What follows belongs to an exercise in optimizing a design on an open flow for small area; a production flow would make more cautious choices.
The RTL was checked by simulation tests, not by an equivalence proof against the original design.

File: design/flow/design.v
module lp_ch(input [15:0] y, input [12:0] t1, input c1, output [15:0] yn);
wire pos = ~y[15];
wire [7:0] uh = y[15:8];
wire [7:0] ul = y[7:0];
wire [13:0] m;
wire a1 = uh[0] | 1'b0;
wire a2 = uh[0] ^ 1'b0;
wire a3, a4;
assign a3 = uh[1] ^ a1; assign a4 = uh[1] | a1;
wire a5, a6;
fa a5_c(uh[2], a4, ~pos, a5, a6);
wire a7, a8;
fa a7_c(uh[0], pos, ~uh[3], a7, a8);
wire a9 = ~a6 & a7;
wire a10 = a6 ^ a7;
wire a11, a12;
fa a11_c(uh[1], ul[0], a8, a11, a12);
wire a13, a14;
fa a13_c(a9, a11, ~uh[4], a13, a14);
wire a15, a16;
fa a15_c(uh[2], ul[1], a12, a15, a16);
wire a17, a18;
fa a17_c(a14, a15, ~uh[5], a17, a18);
wire a19, a20;
fa a19_c(uh[3], ul[2], a16, a19, a20);
wire a21, a22;
fa a21_c(a18, a19, ~uh[6], a21, a22);
wire a23, a24;
fa a23_c(uh[4], uh[7], ul[3], a23, a24);
wire a25, a26;
fa a25_c(pos, a20, a22, a25, a26);
wire a27, a28;
fa a27_c(a23, a25, ~1'b0, a27, a28);
wire a29, a30;
fa a29_c(uh[5], ul[4], a24, a29, a30);
wire a31, a32;
fa a31_c(a26, a28, a29, a31, a32);
wire a33 = ~1'b0 & a31;
wire a34 = 1'b0 ^ a31;
wire a35, a36;
fa a35_c(uh[6], ul[5], a30, a35, a36);
wire a37, a38;
fa a37_c(a32, a33, a35, a37, a38);
wire a39 = ~1'b0 & a37;
wire a40 = 1'b0 ^ a37;
wire a41, a42;
fa a41_c(ul[6], a36, a38, a41, a42);
wire a43, a44;
fa a43_c(a39, a41, ~uh[7], a43, a44);
wire a45, a46;
fa a45_c(ul[7], a42, a44, a45, a46);
wire a47 = ~1'b0 & a45;
wire a48 = 1'b0 ^ a45;
wire a49, a50;
fa a49_c(a46, a47, ~1'b0, a49, a50);
wire a51 = 1'b0 ^ a50;
assign m[0] = a2;
assign m[1] = a3;
assign m[2] = ~a5;
assign m[3] = ~a10;
assign m[4] = a13;
assign m[5] = a17;
assign m[6] = a21;
assign m[7] = a27;
assign m[8] = ~a34;
assign m[9] = ~a40;
assign m[10] = a43;
assign m[11] = ~a48;
assign m[12] = a49;
assign m[13] = ~a51;
wire [5:0] mh = m[13:8];
wire [7:0] ml = m[7:0];
wire [9:0] p;
wire b1 = ~ml[1] & mh[0];
wire b2 = ml[1] ^ mh[0];
wire b3, b4;
fa b3_c(mh[1], b1, ~ml[2], b3, b4);
wire b5, b6;
fa b5_c(mh[0], mh[2], b4, b5, b6);
wire b7 = ~ml[3] & b5;
wire b8 = ml[3] ^ b5;
wire b9, b10;
fa b9_c(mh[0], mh[1], mh[3], b9, b10);
wire b11, b12;
fa b11_c(b6, b7, b9, b11, b12);
wire b13 = ~ml[4] & b11;
wire b14 = ml[4] ^ b11;
wire b15, b16;
fa b15_c(mh[1], mh[2], mh[4], b15, b16);
wire b17, b18;
fa b17_c(b10, b12, b13, b17, b18);
wire b19, b20;
fa b19_c(b15, b17, ~ml[5], b19, b20);
wire b21, b22;
fa b21_c(mh[2], mh[3], b16, b21, b22);
wire b23, b24;
fa b23_c(b18, b20, b21, b23, b24);
wire b25, b26;
ha b25_c(ml[6], mh[5], b25, b26);
wire b27 = b23 & ~b25;
wire b28 = b23 ^ b25;
wire b29, b30;
fa b29_c(mh[3], mh[4], b22, b29, b30);
wire b31, b32;
fa b31_c(b24, b27, b29, b31, b32);
wire b33, b34;
ha b33_c(ml[7], b26, b33, b34);
wire b35 = b31 & ~b33;
wire b36 = b31 ^ b33;
wire b37, b38;
fa b37_c(mh[4], b30, b32, b37, b38);
wire b39, b40;
ha b39_c(mh[5], b34, b39, b40);
wire b41, b42;
fa b41_c(b35, b37, ~b39, b41, b42);
wire b43 = mh[5] ^ 1'b0 ^ b40;
wire b44 = b38 ^ b42 ^ ~b43;
assign p[0] = ml[0];
assign p[1] = b2;
assign p[2] = ~b3;
assign p[3] = b8;
assign p[4] = b14;
assign p[5] = ~b19;
assign p[6] = b28;
assign p[7] = b36;
assign p[8] = ~b41;
assign p[9] = ~b44;
wire g1 = $signed(p) >= 10'sd141;
wire g2 = $signed(p) >= 10'sd282;
wire l0 = p[9];
wire l1 = $signed(p) < -10'sd141;
wire l2 = $signed(p) < -10'sd282;
wire l3 = $signed(p) < -10'sd423;
wire f1, f2;
fa f1_c(t1[0], c1, y[0], f1, f2);
wire f3, f4;
fa f3_c(l0, l1, l2, f3, f4);
wire f5, f6;
fa f5_c(l3, f1, f3, f5, f6);
wire f7, f8;
fa f7_c(uh[0], g1, g2, f7, f8);
wire f9, f10;
ha f9_c(f7, ~f5, f9, f10);
wire f11, f12;
fa f11_c(t1[1], y[1], f2, f11, f12);
wire f13, f14;
fa f13_c(f4, f6, f11, f13, f14);
wire f15, f16;
fa f15_c(uh[1], mh[0], f8, f15, f16);
wire f17, f18;
fa f17_c(f10, f15, ~f13, f17, f18);
wire f19, f20;
fa f19_c(t1[2], y[2], uh[0], f19, f20);
wire f21, f22;
fa f21_c(f12, f14, f19, f21, f22);
wire f23, f24;
fa f23_c(uh[2], mh[1], f16, f23, f24);
wire f25, f26;
fa f25_c(f18, f23, ~f21, f25, f26);
wire f27, f28;
fa f27_c(t1[3], y[3], uh[1], f27, f28);
wire f29, f30;
fa f29_c(f20, f22, f27, f29, f30);
wire f31, f32;
fa f31_c(uh[3], mh[2], f24, f31, f32);
wire f33, f34;
fa f33_c(f26, f31, ~f29, f33, f34);
wire f35, f36;
fa f35_c(t1[4], y[4], uh[2], f35, f36);
wire f37, f38;
fa f37_c(f28, f30, f35, f37, f38);
wire f39, f40;
fa f39_c(uh[4], mh[3], f32, f39, f40);
wire f41, f42;
fa f41_c(f34, f39, ~f37, f41, f42);
wire f43, f44;
fa f43_c(t1[5], y[5], uh[3], f43, f44);
wire f45, f46;
fa f45_c(f36, f38, f43, f45, f46);
wire f47, f48;
fa f47_c(uh[0], uh[5], mh[4], f47, f48);
wire f49, f50;
ha f49_c(f40, f42, f49, f50);
wire f51, f52;
fa f51_c(f47, f49, ~f45, f51, f52);
wire f53, f54;
fa f53_c(t1[6], y[6], uh[4], f53, f54);
wire f55, f56;
fa f55_c(mh[5], f44, f46, f55, f56);
wire f57, f58;
ha f57_c(uh[1], uh[6], f57, f58);
wire f59, f60;
fa f59_c(f48, f50, f52, f59, f60);
wire f61, f62;
fa f61_c(f53, f55, ~f57, f61, f62);
wire f63 = ~f59 & f61;
wire f64 = f59 ^ f61;
wire f65, f66;
fa f65_c(t1[7], y[7], uh[5], f65, f66);
wire f67, f68;
fa f67_c(uh[7], f54, f56, f67, f68);
wire f69, f70;
fa f69_c(f62, f63, f65, f69, f70);
wire f71, f72;
fa f71_c(uh[2], f58, f60, f71, f72);
wire f73, f74;
fa f73_c(f67, f69, ~f71, f73, f74);
wire f75, f76;
fa f75_c(t1[8], y[8], uh[6], f75, f76);
wire f77, f78;
fa f77_c(f66, f68, f70, f77, f78);
wire f79, f80;
fa f79_c(f74, f75, f77, f79, f80);
wire f81, f82;
ha f81_c(uh[3], f72, f81, f82);
wire f83 = f79 & ~f81;
wire f84 = f79 ^ f81;
wire f85, f86;
fa f85_c(t1[9], y[9], f76, f85, f86);
wire f87, f88;
fa f87_c(f78, f80, f83, f87, f88);
wire f89, f90;
fa f89_c(uh[4], uh[7], f82, f89, f90);
wire f91, f92;
fa f91_c(f85, f87, ~f89, f91, f92);
wire f93, f94;
fa f93_c(t1[10], y[10], f86, f93, f94);
wire f95, f96;
fa f95_c(f88, f92, f93, f95, f96);
wire f97, f98;
ha f97_c(uh[5], f90, f97, f98);
wire f99 = f95 & ~f97;
wire f100 = f95 ^ f97;
wire f101, f102;
fa f101_c(t1[11], y[11], f94, f101, f102);
wire f103, f104;
fa f103_c(f96, f99, f101, f103, f104);
wire f105, f106;
ha f105_c(uh[6], f98, f105, f106);
wire f107 = f103 & ~f105;
wire f108 = f103 ^ f105;
wire f109, f110;
fa f109_c(y[12], uh[7], f102, f109, f110);
wire f111, f112;
fa f111_c(f104, f107, f109, f111, f112);
wire f113, f114;
ha f113_c(t1[12], f106, f113, f114);
wire f115 = f111 & ~f113;
wire f116 = f111 ^ f113;
wire f117, f118;
fa f117_c(y[13], f110, f112, f117, f118);
wire f119, f120;
fa f119_c(f115, f117, ~f114, f119, f120);
wire f121, f122;
fa f121_c(y[14], f118, f120, f121, f122);
wire f123 = ~1'b0 & f121;
wire f124 = 1'b0 ^ f121;
wire f125 = f122 ^ f123 ^ ~y[15];
assign yn[0] = ~f9;
assign yn[1] = ~f17;
assign yn[2] = ~f25;
assign yn[3] = ~f33;
assign yn[4] = ~f41;
assign yn[5] = ~f51;
assign yn[6] = ~f64;
assign yn[7] = f73;
assign yn[8] = ~f84;
assign yn[9] = f91;
assign yn[10] = ~f100;
assign yn[11] = ~f108;
assign yn[12] = ~f116;
assign yn[13] = f119;
assign yn[14] = ~f124;
assign yn[15] = f125;
endmodule
module hp_ch(input [14:0] h, input [15:0] x, input [15:0] xp, output [14:0] q);
wire [17:0] u;
wire s1, s2;
fa s1_c(h[0], x[0], ~xp[0], s1, s2);
wire s3 = ~1'b0 & s1;
wire s4 = 1'b0 ^ s1;
wire s5, s6;
fa s5_c(h[1], x[1], s2, s5, s6);
wire s7, s8;
fa s7_c(s3, s5, ~xp[1], s7, s8);
wire s9, s10;
fa s9_c(h[2], x[2], s6, s9, s10);
wire s11, s12;
fa s11_c(s8, s9, ~xp[2], s11, s12);
wire s13, s14;
fa s13_c(h[3], x[3], s10, s13, s14);
wire s15, s16;
fa s15_c(s12, s13, ~xp[3], s15, s16);
wire s17, s18;
fa s17_c(h[4], x[4], s14, s17, s18);
wire s19, s20;
fa s19_c(s16, s17, ~xp[4], s19, s20);
wire s21, s22;
fa s21_c(h[5], x[5], s18, s21, s22);
wire s23, s24;
fa s23_c(s20, s21, ~xp[5], s23, s24);
wire s25, s26;
fa s25_c(h[6], x[6], s22, s25, s26);
wire s27, s28;
fa s27_c(s24, s25, ~xp[6], s27, s28);
wire s29, s30;
fa s29_c(h[7], x[7], s26, s29, s30);
wire s31, s32;
fa s31_c(s28, s29, ~xp[7], s31, s32);
wire s33, s34;
fa s33_c(h[8], x[8], s30, s33, s34);
wire s35, s36;
fa s35_c(s32, s33, ~xp[8], s35, s36);
wire s37, s38;
fa s37_c(h[9], x[9], s34, s37, s38);
wire s39, s40;
fa s39_c(s36, s37, ~xp[9], s39, s40);
wire s41, s42;
fa s41_c(h[10], x[10], s38, s41, s42);
wire s43, s44;
fa s43_c(s40, s41, ~xp[10], s43, s44);
wire s45, s46;
fa s45_c(h[11], x[11], s42, s45, s46);
wire s47, s48;
fa s47_c(s44, s45, ~xp[11], s47, s48);
wire s49, s50;
fa s49_c(h[12], x[12], s46, s49, s50);
wire s51, s52;
fa s51_c(s48, s49, ~xp[12], s51, s52);
wire s53, s54;
fa s53_c(h[13], x[13], s50, s53, s54);
wire s55, s56;
fa s55_c(s52, s53, ~xp[13], s55, s56);
wire s57, s58;
fa s57_c(x[14], s54, s56, s57, s58);
wire s59, s60;
ha s59_c(h[14], xp[14], s59, s60);
wire s61 = s57 & ~s59;
wire s62 = s57 ^ s59;
wire s63, s64;
fa s63_c(xp[15], s58, s61, s63, s64);
wire s65, s66;
ha s65_c(x[15], s60, s65, s66);
wire s67 = s63 & ~s65;
wire s68 = s63 ^ s65;
wire s69, s70;
fa s69_c(s64, s67, ~s66, s69, s70);
wire s71 = 1'b0 ^ s70;
assign u[0] = ~s4;
assign u[1] = s7;
assign u[2] = s11;
assign u[3] = s15;
assign u[4] = s19;
assign u[5] = s23;
assign u[6] = s27;
assign u[7] = s31;
assign u[8] = s35;
assign u[9] = s39;
assign u[10] = s43;
assign u[11] = s47;
assign u[12] = s51;
assign u[13] = s55;
assign u[14] = ~s62;
assign u[15] = ~s68;
assign u[16] = s69;
assign u[17] = ~s71;
wire neg = u[17];
wire [9:0] uh = u[17:8];
wire [7:0] ul = u[7:0];
wire [13:0] m;
wire a1 = uh[0] | 1'b0;
wire a2 = uh[0] ^ 1'b0;
wire a3, a4;
assign a3 = uh[1] ^ a1; assign a4 = uh[1] | a1;
wire a5, a6;
fa a5_c(uh[2], a4, ~neg, a5, a6);
wire a7, a8;
fa a7_c(uh[0], neg, ~uh[3], a7, a8);
wire a9 = ~a6 & a7;
wire a10 = a6 ^ a7;
wire a11, a12;
fa a11_c(uh[1], ul[0], a8, a11, a12);
wire a13, a14;
fa a13_c(a9, a11, ~uh[4], a13, a14);
wire a15, a16;
fa a15_c(uh[2], ul[1], a12, a15, a16);
wire a17, a18;
fa a17_c(a14, a15, ~uh[5], a17, a18);
wire a19, a20;
fa a19_c(uh[3], ul[2], a16, a19, a20);
wire a21, a22;
fa a21_c(a18, a19, ~uh[6], a21, a22);
wire a23, a24;
fa a23_c(uh[4], ul[3], neg, a23, a24);
wire a25, a26;
fa a25_c(a20, a22, a23, a25, a26);
wire a27 = ~uh[7] & a25;
wire a28 = uh[7] ^ a25;
wire a29, a30;
fa a29_c(uh[5], ul[4], a24, a29, a30);
wire a31, a32;
fa a31_c(a26, a27, a29, a31, a32);
wire a33 = ~uh[8] & a31;
wire a34 = uh[8] ^ a31;
wire a35, a36;
fa a35_c(uh[6], uh[9], ul[5], a35, a36);
wire a37, a38;
fa a37_c(a30, a32, a33, a37, a38);
wire a39, a40;
fa a39_c(a35, a37, ~1'b0, a39, a40);
wire a41, a42;
fa a41_c(uh[7], ul[6], a36, a41, a42);
wire a43, a44;
fa a43_c(a38, a40, a41, a43, a44);
wire a45 = ~1'b0 & a43;
wire a46 = 1'b0 ^ a43;
wire a47, a48;
fa a47_c(uh[8], ul[7], a42, a47, a48);
wire a49, a50;
fa a49_c(a44, a45, a47, a49, a50);
wire a51 = ~1'b0 & a49;
wire a52 = 1'b0 ^ a49;
wire a53, a54;
fa a53_c(a48, a50, a51, a53, a54);
wire a55 = ~uh[9] & a53;
wire a56 = uh[9] ^ a53;
wire a57 = a54 ^ a55 ^ ~1'b0;
assign m[0] = a2;
assign m[1] = a3;
assign m[2] = ~a5;
assign m[3] = ~a10;
assign m[4] = a13;
assign m[5] = a17;
assign m[6] = a21;
assign m[7] = ~a28;
assign m[8] = ~a34;
assign m[9] = a39;
assign m[10] = ~a46;
assign m[11] = ~a52;
assign m[12] = ~a56;
assign m[13] = a57;
wire [6:0] mh = m[13:7];
wire [6:0] ml = m[6:0];
wire [10:0] p;
wire b1 = ~ml[0] & mh[0];
wire b2 = ml[0] ^ mh[0];
wire b3, b4;
fa b3_c(mh[1], b1, ~ml[1], b3, b4);
wire b5, b6;
fa b5_c(mh[0], mh[2], b4, b5, b6);
wire b7 = ~ml[2] & b5;
wire b8 = ml[2] ^ b5;
wire b9, b10;
fa b9_c(mh[0], mh[1], mh[3], b9, b10);
wire b11, b12;
fa b11_c(b6, b7, b9, b11, b12);
wire b13 = ~ml[3] & b11;
wire b14 = ml[3] ^ b11;
wire b15, b16;
fa b15_c(mh[1], mh[2], mh[4], b15, b16);
wire b17, b18;
fa b17_c(b10, b12, b13, b17, b18);
wire b19, b20;
fa b19_c(b15, b17, ~ml[4], b19, b20);
wire b21, b22;
fa b21_c(mh[2], mh[3], mh[5], b21, b22);
wire b23, b24;
fa b23_c(b16, b18, b20, b23, b24);
wire b25, b26;
fa b25_c(b21, b23, ~ml[5], b25, b26);
wire b27, b28;
fa b27_c(mh[3], mh[4], b22, b27, b28);
wire b29, b30;
fa b29_c(b24, b26, b27, b29, b30);
wire b31, b32;
ha b31_c(ml[6], mh[6], b31, b32);
wire b33 = b29 & ~b31;
wire b34 = b29 ^ b31;
wire b35, b36;
fa b35_c(mh[4], mh[5], b28, b35, b36);
wire b37, b38;
fa b37_c(b30, b33, b35, b37, b38);
wire b39 = ~b32 & b37;
wire b40 = b32 ^ b37;
wire b41, b42;
fa b41_c(mh[5], b36, b38, b41, b42);
wire b43, b44;
fa b43_c(b39, b41, ~mh[6], b43, b44);
wire b45, b46;
fa b45_c(b42, b44, ~mh[6], b45, b46);
wire b47 = 1'b0 ^ b46;
assign p[0] = b2;
assign p[1] = ~b3;
assign p[2] = b8;
assign p[3] = b14;
assign p[4] = ~b19;
assign p[5] = ~b25;
assign p[6] = b34;
assign p[7] = b40;
assign p[8] = ~b43;
assign p[9] = ~b45;
assign p[10] = b47;
wire g1 = $signed(p) >= 11'sd141;
wire g2 = $signed(p) >= 11'sd282;
wire l0 = p[10];
wire l1 = $signed(p) < -11'sd141;
wire l2 = $signed(p) < -11'sd282;
wire l3 = $signed(p) < -11'sd423;
wire l4 = $signed(p) < -11'sd564;
wire f1, f2;
fa f1_c(uh[0], mh[0], g1, f1, f2);
wire f3, f4;
fa f3_c(l0, l1, l2, f3, f4);
wire f5, f6;
ha f5_c(l3, l4, f5, f6);
wire f7, f8;
fa f7_c(g2, f1, ~f3, f7, f8);
wire f9 = ~f5 & f7;
wire f10 = f5 ^ f7;
wire f11, f12;
fa f11_c(uh[1], mh[1], f2, f11, f12);
wire f13, f14;
fa f13_c(f8, f9, f11, f13, f14);
wire f15, f16;
ha f15_c(f4, f6, f15, f16);
wire f17 = f13 & ~f15;
wire f18 = f13 ^ f15;
wire f19, f20;
fa f19_c(uh[2], mh[2], f12, f19, f20);
wire f21, f22;
fa f21_c(f14, f17, f19, f21, f22);
wire f23, f24;
ha f23_c(uh[0], f16, f23, f24);
wire f25 = f21 & ~f23;
wire f26 = f21 ^ f23;
wire f27, f28;
fa f27_c(uh[3], mh[3], f20, f27, f28);
wire f29, f30;
fa f29_c(f22, f25, f27, f29, f30);
wire f31, f32;
ha f31_c(uh[1], f24, f31, f32);
wire f33 = f29 & ~f31;
wire f34 = f29 ^ f31;
wire f35, f36;
fa f35_c(uh[4], mh[4], f28, f35, f36);
wire f37, f38;
fa f37_c(f30, f33, f35, f37, f38);
wire f39, f40;
ha f39_c(uh[2], f32, f39, f40);
wire f41 = f37 & ~f39;
wire f42 = f37 ^ f39;
wire f43, f44;
fa f43_c(uh[0], uh[5], mh[5], f43, f44);
wire f45, f46;
fa f45_c(f36, f38, f41, f45, f46);
wire f47, f48;
ha f47_c(uh[3], f40, f47, f48);
wire f49, f50;
fa f49_c(f43, f45, ~f47, f49, f50);
wire f51, f52;
fa f51_c(uh[1], uh[6], f44, f51, f52);
wire f53, f54;
fa f53_c(f46, f50, f51, f53, f54);
wire f55, f56;
fa f55_c(uh[4], mh[6], f48, f55, f56);
wire f57 = f53 & ~f55;
wire f58 = f53 ^ f55;
wire f59, f60;
fa f59_c(uh[2], uh[7], f52, f59, f60);
wire f61, f62;
fa f61_c(f54, f57, f59, f61, f62);
wire f63, f64;
ha f63_c(uh[5], f56, f63, f64);
wire f65 = f61 & ~f63;
wire f66 = f61 ^ f63;
wire f67, f68;
fa f67_c(uh[3], uh[8], f60, f67, f68);
wire f69, f70;
fa f69_c(f62, f65, f67, f69, f70);
wire f71, f72;
ha f71_c(uh[6], f64, f71, f72);
wire f73 = f69 & ~f71;
wire f74 = f69 ^ f71;
wire f75, f76;
fa f75_c(uh[4], f68, f70, f75, f76);
wire f77, f78;
fa f77_c(uh[7], uh[9], f72, f77, f78);
wire f79, f80;
fa f79_c(f73, f75, ~f77, f79, f80);
wire f81, f82;
fa f81_c(uh[5], f76, f80, f81, f82);
wire f83, f84;
ha f83_c(uh[8], f78, f83, f84);
wire f85 = f81 & ~f83;
wire f86 = f81 ^ f83;
wire f87, f88;
fa f87_c(uh[6], uh[9], f82, f87, f88);
wire f89, f90;
fa f89_c(f85, f87, ~f84, f89, f90);
wire f91, f92;
fa f91_c(uh[7], f88, f90, f91, f92);
wire f93 = ~1'b0 & f91;
wire f94 = 1'b0 ^ f91;
wire f95, f96;
fa f95_c(uh[8], f92, f93, f95, f96);
wire f97 = ~1'b0 & f95;
wire f98 = 1'b0 ^ f95;
wire f99 = f96 ^ f97 ^ ~uh[9];
assign q[0] = ~f10;
assign q[1] = ~f18;
assign q[2] = ~f26;
assign q[3] = ~f34;
assign q[4] = ~f42;
assign q[5] = f49;
assign q[6] = ~f58;
assign q[7] = ~f66;
assign q[8] = ~f74;
assign q[9] = f79;
assign q[10] = ~f86;
assign q[11] = f89;
assign q[12] = ~f94;
assign q[13] = ~f98;
assign q[14] = f99;
endmodule
module ec_ch(input [15:0] x, input [15:0] xp, output [15:0] y);
wire s1 = xp[0] & xp[15];
wire s2, s3;
fa s2_c(xp[0], xp[1], xp[15], s2, s3);
wire s4 = s1 & s2;
wire s5, s6;
fa s5_c(xp[1], xp[2], x[0], s5, s6);
wire s7, s8;
fa s7_c(s3, s4, s5, s7, s8);
wire s9, s10;
fa s9_c(xp[2], xp[3], x[1], s9, s10);
wire s11, s12;
fa s11_c(s6, s8, s9, s11, s12);
wire s13, s14;
fa s13_c(xp[3], xp[4], x[2], s13, s14);
wire s15, s16;
fa s15_c(s10, s12, s13, s15, s16);
wire s17, s18;
fa s17_c(xp[4], xp[5], x[3], s17, s18);
wire s19, s20;
fa s19_c(s14, s16, s17, s19, s20);
wire s21, s22;
fa s21_c(xp[5], xp[6], x[4], s21, s22);
wire s23, s24;
fa s23_c(s18, s20, s21, s23, s24);
wire s25, s26;
fa s25_c(xp[6], xp[7], x[5], s25, s26);
wire s27, s28;
fa s27_c(s22, s24, s25, s27, s28);
wire s29, s30;
fa s29_c(xp[7], xp[8], x[6], s29, s30);
wire s31, s32;
fa s31_c(s26, s28, s29, s31, s32);
wire s33, s34;
fa s33_c(xp[8], xp[9], x[7], s33, s34);
wire s35, s36;
fa s35_c(s30, s32, s33, s35, s36);
wire s37, s38;
fa s37_c(xp[9], xp[10], x[8], s37, s38);
wire s39, s40;
fa s39_c(s34, s36, s37, s39, s40);
wire s41, s42;
fa s41_c(xp[10], xp[11], x[9], s41, s42);
wire s43, s44;
fa s43_c(s38, s40, s41, s43, s44);
wire s45, s46;
fa s45_c(xp[11], xp[12], x[10], s45, s46);
wire s47, s48;
fa s47_c(s42, s44, s45, s47, s48);
wire s49, s50;
fa s49_c(xp[12], xp[13], x[11], s49, s50);
wire s51, s52;
fa s51_c(s46, s48, s49, s51, s52);
wire s53, s54;
fa s53_c(xp[13], xp[14], x[12], s53, s54);
wire s55, s56;
fa s55_c(s50, s52, s53, s55, s56);
wire s57, s58;
fa s57_c(xp[14], x[13], s54, s57, s58);
wire s59, s60;
fa s59_c(s56, s57, ~xp[15], s59, s60);
wire s61 = ~1'b0 & s59;
wire s62 = 1'b0 ^ s59;
wire s63, s64;
fa s63_c(x[14], s58, s60, s63, s64);
wire s65, s66;
fa s65_c(s61, s63, ~xp[15], s65, s66);
wire s67 = s64 ^ s66 ^ ~x[15];
assign y[0] = s7;
assign y[1] = s11;
assign y[2] = s15;
assign y[3] = s19;
assign y[4] = s23;
assign y[5] = s27;
assign y[6] = s31;
assign y[7] = s35;
assign y[8] = s39;
assign y[9] = s43;
assign y[10] = s47;
assign y[11] = s51;
assign y[12] = s55;
assign y[13] = ~s62;
assign y[14] = s65;
assign y[15] = s67;
endmodule
module fa(input a, input b, input c, output s, output co);
assign s = a ^ b ^ c;
assign co = (a & b) | (a & c) | (b & c);
endmodule
module ha(input a, input b, output s, output co);
assign s = a ^ b;
assign co = a & b;
endmodule
module audio_core
(
	input AUD_BCLK,
	input rst,
	input [2:0]SW,
	input AUD_ADCLRCK,
	input AUD_ADCDAT,
	input AUD_DACLRCK,
	output AUD_DACDAT
);
reg [5:0] adc_cnt;
reg [31:0] adc_shift;
reg [31:0] x;
always @(posedge AUD_BCLK)
	adc_shift <= {adc_shift[30:0], AUD_ADCDAT};
always @(posedge AUD_BCLK or negedge rst)
begin
	if (rst == 1'b0)
		adc_cnt <= 6'd0;
	else if (adc_cnt == 6'd33)
		adc_cnt <= 6'd0;
	else if (adc_cnt != 6'd0 || AUD_ADCLRCK)
		adc_cnt <= adc_cnt + 6'd1;
end
reg [7:0] r;
reg [8:0] q;
wire sign_bit = (adc_cnt == 6'd1) || (adc_cnt == 6'd17);
wire [8:0] t = {r, AUD_ADCDAT};
wire ge = (t >= 9'd141);
wire [8:0] tm = t - 9'd141;
always @(posedge AUD_BCLK)
begin
	if (sign_bit) begin
		r <= AUD_ADCDAT ? 8'd140 : 8'd0;
		q <= {9{AUD_ADCDAT}};
	end else begin
		r <= ge ? tm[7:0] : t[7:0];
		q <= {q[7:0], ge};
	end
end
reg [3:0] g;
always @(*)
begin
	case (r)
		8'd0: g = 4'd0;
		8'd1: g = 4'd0;
		8'd2: g = 4'd0;
		8'd3: g = 4'd0;
		8'd4: g = 4'd0;
		8'd5: g = 4'd0;
		8'd6: g = 4'd0;
		8'd7: g = 4'd0;
		8'd8: g = 4'd0;
		8'd9: g = 4'd1;
		8'd10: g = 4'd1;
		8'd11: g = 4'd1;
		8'd12: g = 4'd1;
		8'd13: g = 4'd1;
		8'd14: g = 4'd1;
		8'd15: g = 4'd1;
		8'd16: g = 4'd1;
		8'd17: g = 4'd1;
		8'd18: g = 4'd2;
		8'd19: g = 4'd2;
		8'd20: g = 4'd2;
		8'd21: g = 4'd2;
		8'd22: g = 4'd2;
		8'd23: g = 4'd2;
		8'd24: g = 4'd2;
		8'd25: g = 4'd2;
		8'd26: g = 4'd2;
		8'd27: g = 4'd3;
		8'd28: g = 4'd3;
		8'd29: g = 4'd3;
		8'd30: g = 4'd3;
		8'd31: g = 4'd3;
		8'd32: g = 4'd3;
		8'd33: g = 4'd3;
		8'd34: g = 4'd3;
		8'd35: g = 4'd3;
		8'd36: g = 4'd4;
		8'd37: g = 4'd4;
		8'd38: g = 4'd4;
		8'd39: g = 4'd4;
		8'd40: g = 4'd4;
		8'd41: g = 4'd4;
		8'd42: g = 4'd4;
		8'd43: g = 4'd4;
		8'd44: g = 4'd4;
		8'd45: g = 4'd5;
		8'd46: g = 4'd5;
		8'd47: g = 4'd5;
		8'd48: g = 4'd5;
		8'd49: g = 4'd5;
		8'd50: g = 4'd5;
		8'd51: g = 4'd5;
		8'd52: g = 4'd5;
		8'd53: g = 4'd6;
		8'd54: g = 4'd6;
		8'd55: g = 4'd6;
		8'd56: g = 4'd6;
		8'd57: g = 4'd6;
		8'd58: g = 4'd6;
		8'd59: g = 4'd6;
		8'd60: g = 4'd6;
		8'd61: g = 4'd6;
		8'd62: g = 4'd7;
		8'd63: g = 4'd7;
		8'd64: g = 4'd7;
		8'd65: g = 4'd7;
		8'd66: g = 4'd7;
		8'd67: g = 4'd7;
		8'd68: g = 4'd7;
		8'd69: g = 4'd7;
		8'd70: g = 4'd7;
		8'd71: g = 4'd8;
		8'd72: g = 4'd8;
		8'd73: g = 4'd8;
		8'd74: g = 4'd8;
		8'd75: g = 4'd8;
		8'd76: g = 4'd8;
		8'd77: g = 4'd8;
		8'd78: g = 4'd8;
		8'd79: g = 4'd8;
		8'd80: g = 4'd9;
		8'd81: g = 4'd9;
		8'd82: g = 4'd9;
		8'd83: g = 4'd9;
		8'd84: g = 4'd9;
		8'd85: g = 4'd9;
		8'd86: g = 4'd9;
		8'd87: g = 4'd9;
		8'd88: g = 4'd9;
		8'd89: g = 4'd10;
		8'd90: g = 4'd10;
		8'd91: g = 4'd10;
		8'd92: g = 4'd10;
		8'd93: g = 4'd10;
		8'd94: g = 4'd10;
		8'd95: g = 4'd10;
		8'd96: g = 4'd10;
		8'd97: g = 4'd11;
		8'd98: g = 4'd11;
		8'd99: g = 4'd11;
		8'd100: g = 4'd11;
		8'd101: g = 4'd11;
		8'd102: g = 4'd11;
		8'd103: g = 4'd11;
		8'd104: g = 4'd11;
		8'd105: g = 4'd11;
		8'd106: g = 4'd12;
		8'd107: g = 4'd12;
		8'd108: g = 4'd12;
		8'd109: g = 4'd12;
		8'd110: g = 4'd12;
		8'd111: g = 4'd12;
		8'd112: g = 4'd12;
		8'd113: g = 4'd12;
		8'd114: g = 4'd12;
		8'd115: g = 4'd13;
		8'd116: g = 4'd13;
		8'd117: g = 4'd13;
		8'd118: g = 4'd13;
		8'd119: g = 4'd13;
		8'd120: g = 4'd13;
		8'd121: g = 4'd13;
		8'd122: g = 4'd13;
		8'd123: g = 4'd13;
		8'd124: g = 4'd14;
		8'd125: g = 4'd14;
		8'd126: g = 4'd14;
		8'd127: g = 4'd14;
		8'd128: g = 4'd14;
		8'd129: g = 4'd14;
		8'd130: g = 4'd14;
		8'd131: g = 4'd14;
		8'd132: g = 4'd14;
		8'd133: g = 4'd15;
		8'd134: g = 4'd15;
		8'd135: g = 4'd15;
		8'd136: g = 4'd15;
		8'd137: g = 4'd15;
		8'd138: g = 4'd15;
		8'd139: g = 4'd15;
		8'd140: g = 4'd15;
		default: g = 4'd15;
	endcase
end
wire [13:0] t1_now = {q, g, q[8] & (r != 8'd0)};
reg [13:0] t1_saved;
always @(posedge AUD_BCLK)
	if (adc_cnt == 6'd17)
		t1_saved <= t1_now;
reg [13:0] t1L, t1R;
always @(posedge AUD_BCLK or negedge rst)
begin
	if (rst == 1'b0) begin
		x <= 32'd0;
		t1L <= 14'd0;
		t1R <= 14'd0;
	end else if (adc_cnt == 6'd33) begin
		x <= adc_shift;
		t1L <= t1_saved;
		t1R <= t1_now;
	end
end
reg [31:0] xp;
reg [15:0] lpL, lpR;
reg [14:0] hpL, hpR;
wire [15:0] lpL_n, lpR_n, ecL, ecR;
wire [14:0] hpL_n, hpR_n;
lp_ch lp_left(lpL, t1L[13:1], t1L[0], lpL_n);
lp_ch lp_right(lpR, t1R[13:1], t1R[0], lpR_n);
hp_ch hp_left(hpL, x[31:16], xp[31:16], hpL_n);
hp_ch hp_right(hpR, x[15:0], xp[15:0], hpR_n);
ec_ch ec_left(x[31:16], xp[31:16], ecL);
ec_ch ec_right(x[15:0], xp[15:0], ecR);
always @(posedge AUD_BCLK or negedge rst)
begin
	if (rst == 1'b0) begin
		xp <= 32'd0;
		lpL <= 16'd0;
		lpR <= 16'd0;
		hpL <= 15'd0;
		hpR <= 15'd0;
	end else if (AUD_DACLRCK) begin
		xp <= x;
		lpL <= lpL_n;
		lpR <= lpR_n;
		hpL <= hpL_n;
		hpR <= hpR_n;
	end
end
reg [31:0] currentDACData;
always @(*)
begin
	case (SW)
		3'b001: currentDACData = {lpL_n, lpR_n};
		3'b010: currentDACData = {hpL_n[14], hpL_n, hpR_n[14], hpR_n};
		3'b100: currentDACData = {ecL, ecR};
		default: currentDACData = x;
	endcase
end
reg [5:0] dac_cnt;
reg dac_top;
reg [31:0] dac_ring;
wire dac_idle = (dac_cnt == 6'd0);
always @(posedge AUD_BCLK or negedge rst)
begin
	if (rst == 1'b0)
		dac_cnt <= 6'd0;
	else if (dac_cnt == 6'd33)
		dac_cnt <= 6'd0;
	else if (!dac_idle || AUD_DACLRCK)
		dac_cnt <= dac_cnt + 6'd1;
end
always @(posedge AUD_BCLK or negedge rst)
begin
	if (rst == 1'b0)
		dac_top <= 1'b0;
	else
		dac_top <= dac_idle ? currentDACData[31] : dac_ring[31];
end
always @(posedge AUD_BCLK)
	dac_ring <= dac_idle ? {currentDACData[30:0], currentDACData[31]} : {dac_ring[30:0], dac_top};
assign AUD_DACDAT = dac_top;
endmodule
File: design/flow/run.sh
#!/bin/bash
# synth_recipe.tcl (not shown) runs the flow's synth.tcl, then flattens the netlist and writes it again
# the make line also repeats each setting of config.mk as NAME=value (left out here)
make -C /OpenROAD-flow-scripts/flow DESIGN_CONFIG=/design/flow/config.mk WORK_HOME=/design/flow/orfs CLKGATE_MAP_FILE= SYNTH_SCRIPT=/design/flow/synth_recipe.tcl finish
File: design/flow/config.mk
export PLATFORM = sky130hd
export DESIGN_NAME = audio_core
export DESIGN_NICKNAME = audio_core
export VERILOG_FILES = /design/flow/design.v
export SDC_FILE = /design/flow/constraint.sdc
export NUM_CORES = 4
export LEC_CHECK = 0
export CAP_MARGIN = 20
export CORE_MARGIN = 2
export CORE_UTILIZATION = 65
export CTS_BUF_LIST = sky130_fd_sc_hd__clkbuf_16
export CTS_CLUSTER_DIAMETER = 100
export CTS_CLUSTER_SIZE = 30
export PLACE_DENSITY = 0.75
export SLEW_MARGIN = 20
export SYNTH_HIERARCHICAL = 1
export SYNTH_MINIMUM_KEEP_SIZE = 0
File: design/flow/constraint.sdc
create_clock -name core_clock -period 40.0 [get_ports {AUD_BCLK}]
set_input_delay 8.0000 -clock core_clock [delete_from_list [all_inputs] [get_ports {AUD_BCLK}]]
set_output_delay 8.0000 -clock core_clock [all_outputs]
set_load 0.01 [all_outputs]
==> results.ini, run 1 <==
[logic_synthesis]
synth_top_area_share_pct=37.59
netlist_area_um2=22160
yosys_warnings=7
synth-seq-area-share_pct=28.44
synth_cells=1731
synth_edf_count=14
synth_top_cells_by_area=fa_1 38%, dfrtp_1 19%, mux2_2 7.8%
synth_flop_cell=dfrtp_1
yosysTopAreaCell=fa_1
yosysUniqueCellTypes=80
async_reset_ff_share_pct=62.78
synth_area_per_cell_um2=12.80
synth-seq-cells=266

[critical_path]
crit_type=flip-flop to flip-flop
slowest_stage=fa_1
worst_path_most_repeated_cell=fa_1
critPathRequiredTime_ns=40.47
startpoint_type=flip-flop
path_max_fanout=8
cp-end-kind=flip-flop
cp.arrival_ns=32.52
slowest_delay_ns=0.58

[sta]
period_share_pct=80.14
clock_skew_ns=0.03611
slew_violations=0
finalWorstSetupSlack_ns=7.944
slew_headroom_pct=32.64
finalHoldViolations=0
rsz0062_at_grt=no
fin_setup_tns_ns=0
tightestPinTransition_ns=1.010
period_needed_ns=32.06
fmax_mhz=31.20
setup_viol=0
hold_slack_ns=0.3420

[global_routing]
met2_usage_pct=46.28
first_global_vias=14140
overflow=0
grt_use_total_pct=26.84
grt_max_degree=99
grt_pass1_wl_um=75000
busiest_layer=met2
grtUsageMet3_pct=2.384
met1_usage_pct=37.75
antenna_found_initial=0

[final_layout]
nets=2207
postLayoutCoreUtil_pct=68.24
instances_no_fill=2122
syn_to_final_growth_pct=3.264
antennaDiodeCount=0
fin_area_um2=22880
fillers=2384
layout-drive-gt1-share_pct=13.50

[routing]
drt-initial-drc-count=606
drc=0
wirelength_um=43780
viasPerCell=5.971
wire_per_inst_um=20.63
drtAntennaViolNets=0
dr_total_vias=12670
first_pass_iters=5

[place]
post_dp_cell_area_um2=22310
place_inst=2095
gp_congestion=0.8868
port_buffers=8
dp_hpwl_um=34150
place_ws_ns=7.842

[cts]
clock_path_buffers=3
postCtsSetupBuffers=0
cts_resized=0
cts_max_level=1
cts_sinks=266
cts_tree=yes
clk_pin_slew_ns=0.11
cts_buffers=15
cts_hold_buf=0
insertion_delay_ns=0.53
cts-root-buf=clkbuf_16

[job]
cap_violations=0

[run_status]
outcome=finished clean

[floorplan]
ios=9
core_area_um2=33530
dieArea_um2=35580
fp.dieH_um=188.6
die_x_um=188.6
initial_core_util_pct=66.08
rows=67

[hold_path]
hp-class=flip-flop to flip-flop

-- per-module statistics from Yosys (local to each module, per instance) --
module      cells  copies in the design  cell area, µm²  flip-flops and latches
hp_ch         108                     2           690.7                       0
ha              1                    44           12.51                       0
lp_ch          86                     2           518.0                       0
audio_core    845                     1           10560                     266
ec_ch          19                     2           148.9                       0
fa              1                   416           20.02                       0
-- worst max-delay path: cells and delay by family (launching register included) --
family	cells	cell delay, ns
XOR/XNOR	2	0.45
AO/OA/AOI/OAI	3	1.02
flip-flops	1	0.46
buffers and inverters	3	0.60
adder cells (fa/ha/maj)	70	29.03
AND/OR/NAND/NOR	2	0.47
-- synth_stat cells, types with 3 or more instances --
cell type    n
or4_1        3
clkbuf_1    40
and3_1       3
edfxtp_1    14
fa_1       416
a22oi_1     31
mux2i_1      4
a311oi_1     3
a21oi_1     30
nand3_1     14
nor3_1      25
buf_2        9
a31oi_1      8
ha_1       118
nor3b_1      4
conb_1       4
buf_1        5
a21boi_0     3
a211oi_1     6
inv_1      209
o211ai_1     5
dfrtp_1    167
or3_1        6
o211a_1      3
or2_2        4
nand2b_1     5
xor2_1       3
a221oi_1    30
nor2_1      54
xnor2_1     17
dfxtp_1     85
nor4_1       5
buf_4       46
mux2_2     154
nand2_1     74
o21ai_0     48
a2111oi_1    3
nand4_1      3
a21o_1       5
nor2b_1      7
-- cell families (layout without fill, tap and decap cells) --
| group | count (synthesis) | in the layout | share of synthesized area, % |
|---|---|---|---|
| fa+ha+maj | 534 | 534 | 44.25 |
| xor+xnor | 24 | 24 | 1.141 |
| compound gates | 208 | 208 | 6.872 |
| other cells | 4 | 6 | 0.06774 |
| flops | 266 | 266 | 28.44 |
| buf+inv | 315 | 256 | 6.251 |
| simple gates | 220 | 220 | 4.822 |
| mux | 160 | 160 | 8.160 |
-- cell type report --
class / count / area, µm² / area share (%)
repair buffers: 17 / 166.4 / 0.7273
clock inverters: 11 / 167.7 / 0.7328
flip-flops and latches: 266 / 6301 / 27.54
inverters: 213 / 803.3 / 3.511
multi-input cells: 1152 / 14510 / 63.40
well taps: 448 / 560.5 / 2.450
clock buffers: 15 / 375.4 / 1.641
-- final timing paths --
path,startpoint,end,slack [ns],cells after the start
worst max-delay path,x[16]$_DFFE_PN0N_,dac_ring[0]$_DFF_P_,7.94,80
worst min-delay path,adc_shift[11]$_DFF_P_,adc_shift[12]$_DFF_P_,0.34,0
min in group asynchronous,rst,hpR[5]$_DFFE_PN0P_,7.37,1
worst min register to register,adc_shift[11]$_DFF_P_,adc_shift[12]$_DFF_P_,0.34,0
worst max register to register,x[16]$_DFFE_PN0N_,dac_ring[0]$_DFF_P_,7.94,80
max in group asynchronous,rst,xp[26]$_DFFE_PN0P_,31.29,2
-- registers in the layout, indices dropped and copies added, names as in the netlist, 6 cells and up --
signal     flops
dac_cnt        6
lpL           16
dac_ring      32
hpR           15
t1_saved      14
x             32
adc_shift     32
xp            32
lpR           16
t1L           14
q              9
hpL           15
t1R           14
r              8
adc_cnt        6
-- placed cells by master (no fill, tap or decap), types with 15 or more instances in the layout --
master     count
fa_1         416
inv_1        212
dfrtp_1      167
mux2_2       154
ha_1         118
dfxtp_1       85
nand2_1       73
nor2_1        53
o21ai_0       48
a22oi_1       31
a221oi_1      30
a21oi_1       30
nor3_1        24
xnor2_1       17
clkbuf_16     15
-- layer usage --
metal	routed length [µm]	share of wire [%]
met1	18540	42
met2	22570	52
met3	1664	3.8
met4	1005	2.3
met5	0	0
==> run 2, diff against run 1 <==
--- a/design/flow/design.v
+++ b/design/flow/design.v
@@ -726,6 +726,7 @@
 	output AUD_DACDAT
 );
 reg [5:0] adc_cnt;
+wire [5:0] adc_step = {adc_cnt[4:0], ~(adc_cnt[5] ^ adc_cnt[4])};
 reg [31:0] adc_shift;
 reg [31:0] x;
 always @(posedge AUD_BCLK)
@@ -734,14 +735,14 @@
 begin
 	if (rst == 1'b0)
 		adc_cnt <= 6'd0;
-	else if (adc_cnt == 6'd33)
+	else if (adc_cnt == 6'd49)
 		adc_cnt <= 6'd0;
 	else if (adc_cnt != 6'd0 || AUD_ADCLRCK)
-		adc_cnt <= adc_cnt + 6'd1;
+		adc_cnt <= adc_step;
 end
 reg [7:0] r;
 reg [8:0] q;
-wire sign_bit = (adc_cnt == 6'd1) || (adc_cnt == 6'd17);
+wire sign_bit = (adc_cnt == 6'd1) || (adc_cnt == 6'd29);
 wire [8:0] t = {r, AUD_ADCDAT};
 wire ge = (t >= 9'd141);
 wire [8:0] tm = t - 9'd141;
@@ -906,7 +907,7 @@
 wire [13:0] t1_now = {q, g, q[8] & (r != 8'd0)};
 reg [13:0] t1_saved;
 always @(posedge AUD_BCLK)
-	if (adc_cnt == 6'd17)
+	if (adc_cnt == 6'd29)
 		t1_saved <= t1_now;
 reg [13:0] t1L, t1R;
 always @(posedge AUD_BCLK or negedge rst)
@@ -915,7 +916,7 @@
 		x <= 32'd0;
 		t1L <= 14'd0;
 		t1R <= 14'd0;
-	end else if (adc_cnt == 6'd33) begin
+	end else if (adc_cnt == 6'd49) begin
 		x <= adc_shift;
 		t1L <= t1_saved;
 		t1R <= t1_now;
@@ -966,10 +967,10 @@
 begin
 	if (rst == 1'b0)
 		dac_cnt <= 6'd0;
-	else if (dac_cnt == 6'd33)
+	else if (dac_cnt == 6'd49)
 		dac_cnt <= 6'd0;
 	else if (!dac_idle || AUD_DACLRCK)
-		dac_cnt <= dac_cnt + 6'd1;
+		dac_cnt <= {dac_cnt[4:0], ~(dac_cnt[5] ^ dac_cnt[4])};
 end
 always @(posedge AUD_BCLK or negedge rst)
 begin
==> results.ini, run 2 <==
[logic_synthesis]
netlist_area_um2=21900
synth-seq-cells=266
yosysUniqueCellTypes=75
yosys_warnings=7
synth_edf_count=14
synth_top_area_share_pct=38.03
synth_flop_cell=dfrtp_1
async_reset_ff_share_pct=62.78
yosysMostFrequentCell=fa_1
synth_area_per_cell_um2=12.07
synth_top_cells_by_area=fa_1 38%, dfrtp_1 19%, dfxtp_1 7.8%
netlist_top_cells_count=416 x fa_1, 246 x nand2_1, 203 x inv_1
synth-seq-area-share_pct=28.77
yosysTopAreaCell=fa_1
synth_cells=1814

[global_routing]
antenna_found_initial=1
overflow=0
grt_max_degree=73
grt_pass1_wl_um=76470
first_global_vias=14640
grt_use_total_pct=27.29

[critical_path]
path_buf_inv=4
cp-end-kind=flip-flop
slowest_stage=a2111oi_0
rr_endpoint=dac_ring[0]$_DFF_P_
rrSetupSlack_ns=7.89
worst_path_most_repeated_cell=fa_1
cp.arrival_ns=32.55
path_max_fanout=8
r2r_start=x[16]$_DFFE_PN0P_
critPathRequiredTime_ns=40.44
slowest_delay_ns=0.67
cp_top_family=adder cells
r2r_cells=80
crit_type=flip-flop to flip-flop
startpoint_type=flip-flop

[sta]
slew_headroom_pct=28.84
clock_skew_ns=0.02350
slew_violations=0
period_share_pct=80.27
rsz0062_at_grt=no
tightestPinTransition_ns=1.067
fin_setup_tns_ns=0
finalHoldViolations=0
setup_viol=0
fmax_mhz=31.14
period_needed_ns=32.11

[cts]
cts_buffers=14
clock_path_buffers=3
cts_resized=0
postCtsSetupBuffers=0
clk_pin_slew_ns=0.12
cts_tree=yes
cts_max_level=1
cts-root-buf=clkbuf_16
insertion_delay_ns=0.51
cts_hold_buf=0
cts_sinks=266

[hold_path]
worstHoldEndpoint=adc_shift[15]$_DFF_P_
whs_path_depth=0
hp-class=flip-flop to flip-flop
min-delay-start=adc_shift[14]$_DFF_P_

[floorplan]
initial_core_util_pct=65.64
dieArea_um2=35180
fp.dieH_um=187.6
die_x_um=187.6
core_area_um2=33360
rows=67
ios=9

[routing]
drc=0
viasPerCell=5.886
wire_per_inst_um=20.00
first_pass_iters=6
drtAntennaViolNets=0
dr_total_vias=12950
drt-initial-drc-count=751
wirelength_um=44010

[place]
dp_hpwl_um=34910
port_buffers=8
place_inst=2175
gp_congestion=0.8907

[final_layout]
postLayoutCoreUtil_pct=67.60
syn_to_final_growth_pct=2.988
layout_commonest_cell=fa_1
antennaDiodeCount=0
layout_common_cells=416 x fa_1, 246 x nand2_1, 205 x inv_1
layout-drive-gt1-share_pct=9.132
instances_no_fill=2200
nets=2285

[job]
cap_violations=0

[run_status]
outcome=finished clean

## run 2: changes by cell type after synthesis, moves of 3 or more
cell / before / now
nand4_1: 3 / 0
a21oi_1: 30 / 20
o211ai_1: 5 / 10
nand2_1: 74 / 246
mux2_2: 154 / 96
buf_2: 9 / 2
nor2_1: 54 / 41
inv_1: 209 / 203
clkbuf_1: 40 / 52
a211oi_1: 6 / 11
a2111oi_1: 3 / 0
nor3_1: 25 / 18
## run 2: final cells by class
class / count / area, µm²
Clock inverter: 9 / 112.6
Timing Repair Buffer: 19 / 161.4
Inverter: 206 / 773.2
Sequential cell: 266 / 6301
Tap cell: 448 / 560.5
Clock buffer: 15 / 375.4
Multi-Input combinational cell: 1237 / 14270
Fill cell: 2507 / 10810
## run 2: cell families after synthesis
group	after synthesis	share of synthesized area, %
adders and majority gates	533	44.71
and+or+nand+nor	372	7.438
buffers and inverters	313	6.181
DFF	266	28.77
AOI/OAI and AO/OA	206	6.730
muxes	98	5.027
xor gates and xnor gates	22	1.074
other	4	0.06854
## run 2: worst max-delay path by stage
stage / start / endpoint / cells past startpoint
2_1_floorplan: x[16]$_DFFE_PN0P_ / dac_top$_DFF_PN0_ / 81
3_3_place_gp: x[16]$_DFFE_PN0P_ / dac_top$_DFF_PN0_ / 80
3_5_place_dp: x[16]$_DFFE_PN0P_ / dac_top$_DFF_PN0_ / 80
4_1_cts: x[16]$_DFFE_PN0P_ / dac_top$_DFF_PN0_ / 80
5_1_grt: x[16]$_DFFE_PN0P_ / dac_ring[0]$_DFF_P_ / 80
6_report: x[16]$_DFFE_PN0P_ / dac_ring[0]$_DFF_P_ / 80
## run 2: routing by layer
layer	global-route usage, %	part of all wire (%)	up-vias	wire length (µm)
met5	0	0.030	-	13
met4	6.632	2.3	2	992
met3	2.639	3.9	52	1711
met2	45.70	50	307	22040
met1	39.34	44	6873	19250
li1	-	-	5715	-
## run 2: modules after synthesis, one instance, submodules excluded
module,area [µm²],times used,flops+latches,cells inside
fa,20.02,416,0,1
ha,12.51,44,0,1
lp_ch,518.0,2,0,86
ec_ch,148.9,2,0,19
hp_ch,690.7,2,0,108
audio_core,10310,1,266,928
## run 2: metrics by stage
| stage | instance area (µm²) | setup slack, ns | hold slack, ns |
|---|---|---|---|
| 2_1_floorplan | 21910 | 9.325 | 0.3306 |
| 3_3_place_gp | 22060 | 8.673 | 0.3360 |
| 3_5_place_dp | 22060 | 7.922 | 0.3362 |
| 4_1_cts | 22550 | 7.718 | 0.3410 |
| 5_1_grt | 22560 | 6.664 | 0.3435 |
| 6_report | 22560 | 7.890 | 0.3385 |
==> run 3, diff against run 2 <==
--- a/design/flow/config.mk
+++ b/design/flow/config.mk
@@ -13,5 +13,3 @@
 export CTS_CLUSTER_SIZE = 30
 export PLACE_DENSITY = 0.75
 export SLEW_MARGIN = 20
-export SYNTH_HIERARCHICAL = 1
-export SYNTH_MINIMUM_KEEP_SIZE = 0
==> results.ini, run 3 <==
[run_status]
outcome=finished clean

[place]
place_ws_ns=7.736
post_dp_cell_area_um2=23350
dp_hpwl_um=37660
place_inst=2720
port_buffers=8
gp_congestion=0.9044

[job]
cap_violations=0

[hold_path]
hp-class=flip-flop to flip-flop
worstHoldEndpoint=adc_shift[31]$_DFF_P_
whs_path_depth=0
min-delay-start=adc_shift[30]$_DFF_P_

[routing]
drtAntennaViolNets=0
viasPerCell=5.478
dr_total_vias=15040
first_pass_iters=6
wire_per_inst_um=17.57
drc=0
drt-initial-drc-count=1054
wirelength_um=48240

[critical_path]
startpoint_type=flip-flop
slowest_stage=fa_1
cp.arrival_ns=32.59
slowest_delay_ns=0.81
rrSetupSlack_ns=7.81
r2r_start=x[0]$_DFFE_PN0P_
crit_type=flip-flop to flip-flop
rr_endpoint=dac_ring[16]$_DFF_P_
path_max_fanout=11
critPathRequiredTime_ns=40.40
cp-end-kind=flip-flop
r2r_cells=109
worst_path_most_repeated_cell=fa_1

[logic_synthesis]
synthAdderAreaFrac_pct=40.18
synth-simple-area-share_pct=7.723
netlist_area_um2=22920
synth-seq-cells=266
yosysUniqueCellTypes=73
synth_top_area_share_pct=32.31
synth-seq-area-share_pct=27.49
synth_compound_area_share_pct=10.14
synth_flop_cell=dfrtp_1
muxShareOfSynthArea_pct=0.7587
netlist_top_cells_count=581 x inv_1, 370 x fa_1, 248 x nand2_1
synth_edf_count=14
synth_area_per_cell_um2=9.859
yosysTopAreaCell=fa_1
synth_top_cells_by_area=fa_1 32%, dfrtp_1 18%, inv_1 9.5%
async_reset_ff_share_pct=62.78
yosys_warnings=1
yosysMostFrequentCell=inv_1
synth_top_family_by_area=adder cells
synth_cells=2325
synth-xor-area-share_pct=2.866

[final_layout]
layout_commonest_cell=inv_1
fin_area_um2=23880
syn_to_final_growth_pct=4.159
postLayoutCoreUtil_pct=68.95
fillers=2597
layout-drive-gt1-share_pct=2.794
layout_common_cells=583 x inv_1, 370 x fa_1, 248 x nand2_1
nets=2802
antennaDiodeCount=0
instances_no_fill=2746

[cts]
postCtsSetupBuffers=0
clock_path_buffers=3
cts_sinks=266
clk_pin_slew_ns=0.12
cts_hold_buf=0
insertion_delay_ns=0.53
cts-root-buf=clkbuf_16
cts_resized=0
cts_buffers=15
cts_tree=yes
cts_max_level=1

[sta]
hold_slack_ns=0.3482
tightestPinTransition_ns=0.9975
setup_viol=0
fin_setup_tns_ns=0
slew_violations=0
period_share_pct=80.48
fmax_mhz=31.06
rsz0062_at_grt=no
period_needed_ns=32.19
slew_headroom_pct=33.41
finalWorstSetupSlack_ns=7.807
finalHoldViolations=0
clock_skew_ns=0.03918

[global_routing]
first_global_vias=16130
overflow=0
grt_pass1_wl_um=82380
grt_use_total_pct=28.52
antenna_found_initial=0
grt_max_degree=102

[floorplan]
initial_core_util_pct=66.20
rows=68
fp.dieH_um=191.8
core_area_um2=34630
ios=9
dieArea_um2=36790
die_x_um=191.8

==> run 3: worst max-delay path by stage <==
stage,slack (ns),endpoint,cells after the start,start
floorplan,9.74,dac_ring[15]$_DFF_P_,108,x[0]$_DFFE_PN0P_
global placement,8.26,dac_ring[16]$_DFF_P_,109,x[0]$_DFFE_PN0P_
detailed placement,7.74,dac_ring[16]$_DFF_P_,109,x[0]$_DFFE_PN0P_
CTS,7.72,dac_ring[16]$_DFF_P_,109,x[0]$_DFFE_PN0P_
global route,6.35,dac_ring[16]$_DFF_P_,109,x[0]$_DFFE_PN0P_
finish,7.81,dac_ring[16]$_DFF_P_,109,x[0]$_DFFE_PN0P_
==> run 3: kinds of logic (layout without fill, tap and decap cells) <==
kind of cell / Yosys count / count (layout)
adders and majority gates: 515 / 515
and+or+nand+nor: 419 / 419
AOI/OAI and AO/OA: 373 / 373
buffers and inverters: 660 / 626
xor gates and xnor gates: 75 / 75
muxes: 17 / 17
DFF: 266 / 266
==> run 3: cell type report <==
class                      count  area [µm²]  share of cell area [%]
timing repair buffer          17       166.4                  0.6970
tap                          455       569.3                   2.384
multi-input combinational   1399       14150                   59.25
clock buffer                  15       375.4                   1.572
inverter                     584        2192                   9.181
sequential                   266        6301                   26.39
clock inverter                10       125.1                  0.5240
==> run 3: worst max-delay path: cells and delay by family (launching register included) <==
kind / cells / cell delay (ns)
compound gates: 3 / 0.37
flops: 1 / 0.38
xor+xnor: 4 / 1.02
fa+ha+maj: 67 / 27.15
simple gates: 7 / 1.04
buf+inv: 28 / 2.07
==> run 3: routing by layer <==
layer  vias up  GRT usage (%)  share of wire (%)
li1       7037              -                  -
met1      7502          40.20                 43
met2       409          47.53                 49
met3        95          3.618                5.1
met4         0          7.071                2.8
met5         -              0                  0
==> run 4, diff against run 3 <==
--- a/design/flow/config.mk
+++ b/design/flow/config.mk
@@ -7,9 +7,11 @@
 export LEC_CHECK = 0
 export CAP_MARGIN = 20
 export CORE_MARGIN = 2
-export CORE_UTILIZATION = 65
+export CORE_UTILIZATION = 75
 export CTS_BUF_LIST = sky130_fd_sc_hd__clkbuf_16
 export CTS_CLUSTER_DIAMETER = 100
 export CTS_CLUSTER_SIZE = 30
-export PLACE_DENSITY = 0.75
+export PLACE_DENSITY = 0.85
 export SLEW_MARGIN = 20
+export SYNTH_HIERARCHICAL = 1
+export SYNTH_MINIMUM_KEEP_SIZE = 0
==> results.ini, run 4 <==
[floorplan]
dieArea_um2=30580
fp.dieH_um=174.9
initial_core_util_pct=76.30
ios=9
rows=62
die_x_um=174.9
core_area_um2=28700

[job]
cap_violations=0

[place]
gp_congestion=0.8755
place_ws_ns=7.917
port_buffers=8
dp_hpwl_um=35060

[sta]
rsz0062_at_grt=no
tightestPinTransition_ns=0.9064
slew_violations=0
finalWorstSetupSlack_ns=7.901
fin_setup_tns_ns=0
clock_skew_ns=0.05401
finalHoldViolations=0
slew_headroom_pct=39.57
period_needed_ns=32.10
setup_viol=0
fmax_mhz=31.15
period_share_pct=80.25

[logic_synthesis]
synth_edf_count=14
synth_area_per_cell_um2=12.07
yosysTopAreaCell=fa_1
synth_top_area_share_pct=38.03
synth_flop_cell=dfrtp_1
synth_cells=1814
synth-seq-area-share_pct=28.77
async_reset_ff_share_pct=62.78
yosysUniqueCellTypes=75
yosys_warnings=7
netlist_area_um2=21900
synth-seq-cells=266
synth_top_cells_by_area=fa_1 38%, dfrtp_1 19%, dfxtp_1 7.8%
yosysMostFrequentCell=fa_1
netlist_top_cells_count=416 x fa_1, 246 x nand2_1, 203 x inv_1

[cts]
cts_max_level=1
clk_pin_slew_ns=0.12
cts_sinks=266
clock_path_buffers=3
insertion_delay_ns=0.52
cts_resized=0
cts-root-buf=clkbuf_16
cts_buffers=14
cts_hold_buf=0
postCtsSetupBuffers=0
cts_tree=yes

[final_layout]
antennaDiodeCount=0
fillers=1692
nets=2285
layout-drive-gt1-share_pct=9.075
layout_commonest_cell=fa_1
layout_common_cells=416 x fa_1, 246 x nand2_1, 207 x inv_1
syn_to_final_growth_pct=2.508

[critical_path]
crit_type=flip-flop to flip-flop
startpoint_type=flip-flop
slowest_delay_ns=0.59
path_max_fanout=8
cp.arrival_ns=32.56
slowest_stage=fa_1
worst_path_most_repeated_cell=fa_1
cp_top_family=adder cells
critPathRequiredTime_ns=40.46
cp-end-kind=flip-flop
path_buf_inv=4

[global_routing]
grt_pass1_wl_um=77890
overflow=0
first_global_vias=15100
grt_max_degree=71
antenna_found_initial=0
grt_use_total_pct=32.74

[routing]
wirelength_um=46140
viasPerCell=6.253
dr_total_vias=13360
wire_per_inst_um=21.60
drc=0
first_pass_iters=5
drtAntennaViolNets=0
drt-initial-drc-count=877

[hold_path]
hp-class=flip-flop to flip-flop

[run_status]
outcome=finished clean

[run 4: changes by cell type in the layout (fill, tap and decap cells not counted), moves of 24 or more]
cell	before	now
ha_1	141	117
fa_1	370	416
a21oi_1	59	20
nor2_1	89	39
mux2_2	3	96
xnor2_1	62	15
o21ai_0	178	46
inv_1	583	207
[run 4: area by class of cell]
type                            instances  area [µm²]  share of cell area, %
Multi-Input combinational cell       1237       14270                  63.56
Sequential cell                       266        6301                  28.07
Inverter                              206       773.2                  3.444
Tap cell                              384       480.5                  2.140
Clock buffer                           15       375.4                  1.672
Timing Repair Buffer                   19       161.4                 0.7189
Clock inverter                          9       90.09                 0.4013
[run 4: path summary, 6_finish.rpt]
check | startpoint | end | slack [ns] | depth (start not counted)
max | x[16]$_DFFE_PN0P_ | dac_ring[0]$_DFF_P_ | 7.90 | 80
min | adc_shift[14]$_DFF_P_ | adc_shift[15]$_DFF_P_ | 0.34 | 0
max reg2reg | x[16]$_DFFE_PN0P_ | dac_ring[0]$_DFF_P_ | 7.90 | 80
min reg2reg | adc_shift[14]$_DFF_P_ | adc_shift[15]$_DFF_P_ | 0.34 | 0
max in group asynchronous | rst | xp[16]$_DFFE_PN0P_ | 30.68 | 3
min in group asynchronous | rst | lpR[5]$_DFFE_PN0P_ | 7.40 | 1
[run 4: Yosys stat by module (local to each module, per instance)]
module	times used	cells inside	cell area [µm²]	flip-flops and latches
audio_core	1	928	10310	266
ec_ch	2	19	148.9	0
ha	44	1	12.51	0
fa	416	1	20.02	0
lp_ch	2	86	518.0	0
hp_ch	2	108	690.7	0
[run 4: cells by family (layout without fill, tap and decap cells)]
kind of cell	after synthesis	in the layout	synth area share, %
DFF	266	266	28.77
buffers and inverters	313	249	6.181
xor gates and xnor gates	22	22	1.074
and+or+nand+nor	372	372	7.438
adders and majority gates	533	533	44.71
muxes	98	98	5.027
AOI/OAI and AO/OA	206	206	6.730
other	4	6	0.06854
[run 4: stage by stage]
step | std cells | utilization [%] | hold slack [ns] | cell area, µm²
after floorplan | 1816 | - | 0.3306 | 21910
after global placement | 2112 | 76.59 | 0.3342 | 21980
after detailed placement | 2112 | 76.59 | 0.3355 | 21980
after CTS | 2136 | 78.21 | 0.3560 | 22450
after global routing | 2136 | 78.22 | 0.3621 | 22450
final | 2136 | 78.22 | 0.3416 | 22450
[run 4: layer usage]
layer,vias to the layer above,share of wire (%),global-route usage (%)
met3,116,5.1,4.395
li1,5724,-,-
met1,7091,40,44.44
met2,425,52,55.65
met4,0,3.0,11.18
met5,-,0,0

## static timing again, ports no longer ideal
The flow's constraints put no driver on any port. The routed layouts listed below were extracted and timed again, unchanged, in two steps.
Step 1: set_driving_cell puts a clkbuf_16 on AUD_BCLK and a buf_2 on each other input, an assumption about the parent block.
Step 2 adds t to the input delays and takes it off the output delays; t is the mean of the earliest and latest rising clock arrival at the registers after step 1. Input paths then give back, and output paths get back, about the clock's delay inside the block.
a / b / c = no drivers / after step 1 / after step 2; a / b = the first two.
| run | t (ns) | setup WS [ns] | hold slack, ns | slew at the worst register clock pin (ns) |
|---|---|---|---|---|
| run 1 | 0.567 | 7.944 / 7.944 / 7.944 | 0.342 / 0.342 / 0.342 | 0.12 / 0.12 |
| run 2 | 0.551 | 7.890 / 7.890 / 7.890 | 0.339 / 0.339 / 0.339 | 0.12 / 0.12 |
| run 3 | 0.561 | 7.807 / 7.807 / 7.807 | 0.348 / 0.348 / 0.348 | 0.12 / 0.12 |
| run 4 | 0.552 | 7.901 / 7.901 / 7.901 | 0.342 / 0.342 / 0.342 | 0.12 / 0.12 |
After both steps setup and hold are still met in every run listed.
